What follows belongs to an exercise in optimizing a design on an open flow for a short achievable clock period and few clock cycles; a production flow would make more cautious choices.
Where RTL was checked, it was by simulation tests only, not by an equivalence proof against the original.
Power is estimated from default activity; no workload was simulated.

== 01-03 ==
## cpu
module cpu(input         clk, reset,
           input  [15:0] dataout, instruction,
           output        MemRd, MemWr,
           output [15:0] datain, instrAddr, dataAddr);
Size in the first run: ~2,000 cells after synthesis, ~84 I/O pins, ~22,000 sq um of cells after synthesis.
Settings: LEC_CHECK=0, CAP_MARGIN=20, CORE_MARGIN=2, CORE_UTILIZATION=40, PLACE_DENSITY=0.6, SLEW_MARGIN=20, SYNTH_HIERARCHICAL=1; clock period 13.0 ns.
standard.sh (not shown) runs the stock make flow with config.mk's settings and CLKGATE_MAP_FILE= SYNTH_SCRIPT=/design/flow/synth_recipe.tcl, a recipe that flattens the netlist after the stock synthesis.
==> flow/flow/run.sh <==
#!/bin/bash
# Own flow: the standard layout, with two changes to how it is made (the clock period
# and constraints are unchanged):
#  - the port buffers that buffer_ports inserts are plain buffers (buf_2), not whatever cell
#    it picks by default (a delay cell on this platform);
#  - repair_timing aims for more setup slack than the default.
set -euo pipefail
bash standard.sh SETUP_SLACK_MARGIN=9.45 'BUFFER_PORTS_ARGS=-buffer_cell sky130_fd_sc_hd__buf_2' finish > flow_standard.log 2>&1
Setup changes, 01-03 to 11-10
diff --git a/flow/flow/run.sh b/flow/flow/run.sh
--- a/flow/flow/run.sh
+++ b/flow/flow/run.sh
@@ -6,3 +6,3 @@
 #  - repair_timing aims for more setup slack than the default.
 set -euo pipefail
-bash standard.sh SETUP_SLACK_MARGIN=9.45 'BUFFER_PORTS_ARGS=-buffer_cell sky130_fd_sc_hd__buf_2' finish > flow_standard.log 2>&1
+bash standard.sh SETUP_SLACK_MARGIN=9.2 'BUFFER_PORTS_ARGS=-buffer_cell sky130_fd_sc_hd__buf_2' finish > flow_standard.log 2>&1
## What came out
- 11-10: full flow OK, the timing, DRC and antenna checks passed
- 11-10 vs 01-03: biggest fanout along the worst timing path down
- The normalized max-slew margin reported for 11-10 is greater than that of 01-03 by 2.2 points.
- Number of gates given a new drive strength after cts, 11-10 and 01-03, higher one = 01-03.
- 11-10 ends up with a clock tree buffer count of the final layout that is about 14% higher than in 01-03.
- 11-10: static leakage power 3.5% below 01-03
- Going from 01-03 to 11-10, final clock period utilization by the worst path grows by 0.22 points.
- Of 11-10 and 01-03, the run reporting the lower power attributed to combinational cells was 11-10.
Function was not checked in any run of this note: the RTL went through the layout flow alone.

Setup of v49:
Another version of the RTL of cpu (not shown whole).
For scale: about 2200 cells after synthesis, ~84 I/O pins, roughly 0.022 mm2 of cells after synthesis.
==> flow/config.mk <==
export PLATFORM = sky130hd
export DESIGN_NAME = cpu
export DESIGN_NICKNAME = cpu
export VERILOG_FILES = /design/flow/design.v
export SDC_FILE = /design/flow/constraint.sdc
export NUM_CORES = 4
export LEC_CHECK = 0
export CAP_MARGIN = 20
export CORE_MARGIN = 2
export CORE_UTILIZATION = 55
export PLACE_DENSITY = 0.7
export SLEW_MARGIN = 20
export SYNTH_HIERARCHICAL = 1
==> flow/constraint.sdc <==
create_clock -name core_clock -period 13.0 [get_ports {clk}]
set_input_delay 2.6000 -clock core_clock [delete_from_list [all_inputs] [get_ports {clk}]]
set_output_delay 2.6000 -clock core_clock [all_outputs]
set_load 0.01 [all_outputs]
==> flow/flow/run.sh <==
#!/bin/bash
# Own flow: the standard layout, with two changes to how it is made (the clock period
# and constraints are unchanged):
#  - the port buffers that buffer_ports inserts are plain buffers (buf_2), not whatever cell
#    it picks by default (a delay cell on this platform);
#  - repair_timing aims for more setup slack than the default.
set -euo pipefail
bash standard.sh SETUP_SLACK_MARGIN=9.2 'BUFFER_PORTS_ARGS=-buffer_cell sky130_fd_sc_hd__buf_2' finish > flow_standard.log 2>&1
Both conditions hold for v49: the flow ran to the end and the final layout passed the timing, DRC and antenna checks.
Testbench counts of v49, summed over its fixed seeds: cycles 9,516.
Input-level comparison between v12 and v49:
diff --git a/flow/flow/run.sh b/flow/flow/run.sh
--- a/flow/flow/run.sh
+++ b/flow/flow/run.sh
@@ -8 +8 @@
-bash standard.sh SETUP_SLACK_MARGIN=9.2 'BUFFER_PORTS_ARGS=-buffer_cell sky130_fd_sc_hd__buf_2' finish > flow_standard.log 2>&1
+bash standard.sh SETUP_SLACK_MARGIN=9.2 ADDER_MAP_FILE= 'BUFFER_PORTS_ARGS=-buffer_cell sky130_fd_sc_hd__buf_2' finish > flow_standard.log 2>&1
### Flow results
v12 completed end to end with timing, DRC and antenna clean. Of the two values seen for slowest stage cell on the critical path, sky130_fd_sc_hd__fa_2 was produced by v49 and sky130_fd_sc_hd__maj3_4 by v12. Relative to v49, first-pass GRT wire length decreased by 1.1% in v12. Via count, v12 and v49, higher one = v12. Any difference in width of the chip between v49 and v12 is small enough to ignore. Re worst hold slack: v49 was lower than v12. Looking at timing endpoint of the critical path, the pc[4]$_DFF_PP0_ result is from v49; the pc[6]$_DFF_PP0_ one comes from v12. Looking only at sequential portion of the cell area, and setting everything else aside, the lower value of v12 and v49 goes to v49. v12 — synthesized cell count about 1.9% higher, v49 as reference. Summary of v12 over v49: area of the placeable core held, time the final worst path needs with I/O delays and setup picked up an extra 0.13 ns. Diff v49 -> v12 | ratio of final minimum period to clock period | increase of 0.98 points.
Edits applied to the flow inputs when going from v12 to v25:
diff --git a/flow/flow/run.sh b/flow/flow/run.sh
--- a/flow/flow/run.sh
+++ b/flow/flow/run.sh
@@ -8 +8 @@
-bash standard.sh SETUP_SLACK_MARGIN=9.2 ADDER_MAP_FILE= 'BUFFER_PORTS_ARGS=-buffer_cell sky130_fd_sc_hd__buf_2' finish > flow_standard.log 2>&1
+bash standard.sh SETUP_SLACK_MARGIN=9.4 'BUFFER_PORTS_ARGS=-buffer_cell sky130_fd_sc_hd__buf_2' finish > flow_standard.log 2>&1
## What came out
- Cmp v25 and v12 / number of fillers in the final layout / higher: v12
- Final antenna diode count is lower on v25
- Least setup slack across all paths after layout on v25 is ahead of v12.
- In v25 the final cycle utilization of the critical path turned out 0.50 points lower than in v12.
- Taking v12 as the reference, in v25 total via count after detailed routing held steady, first-iteration detailed-routing DRC count rose by 378, fmax rose by 4.1 MHz, fraction of area in clock buffers and inverters saw little to no change, count of clock buffers in the final design went up 3.8%.

separate check: timing with driven ports:
The results above use ideal ports. As a check the final layouts listed here were re-extracted and re-timed, cells and wires unchanged.
Step 1 assumes that a clkbuf_16 drives the clock port and a buf_2 every other input.
Step 2 moves the port delays by t, midway between the first and last clock arrival at a register: inputs arrive t later, outputs are due t later. That takes back most of the time a late clock gives input paths.
a / b / c = ideal / step 1 / step 2; a / b = the first two.
run | t, ns | setup slack, ns | hold slack, ns | worst register clock-pin slew, ns | worst data-port slew with drivers (ns)
01-03 | 0.626 | 8.614 / 8.512 / 7.886 | 0.347 / 0.347 / 0.347 | 0.07 / 0.07 | 0.18
11-10 | 0.626 | 8.586 / 8.465 / 7.839 | 0.364 / 0.364 / 0.364 | 0.07 / 0.07 | 0.20
v49 | 0.620 | 9.123 / 9.117 / 8.497 | 0.319 / 0.319 / 0.319 | 0.06 / 0.06 | 0.06
v12 | 0.623 | 8.996 / 9.013 / 8.390 | 0.345 / 0.345 / 0.345 | 0.06 / 0.06 | 0.07
v25 | 0.617 | 9.061 / 9.057 / 8.439 | 0.342 / 0.342 / 0.342 | 0.07 / 0.07 | 0.12
After both steps setup and hold are still met in every run listed. The setup slack of 11-10, which loses most, moves by -0.121 ns with the drivers and by -0.747 ns with both steps.
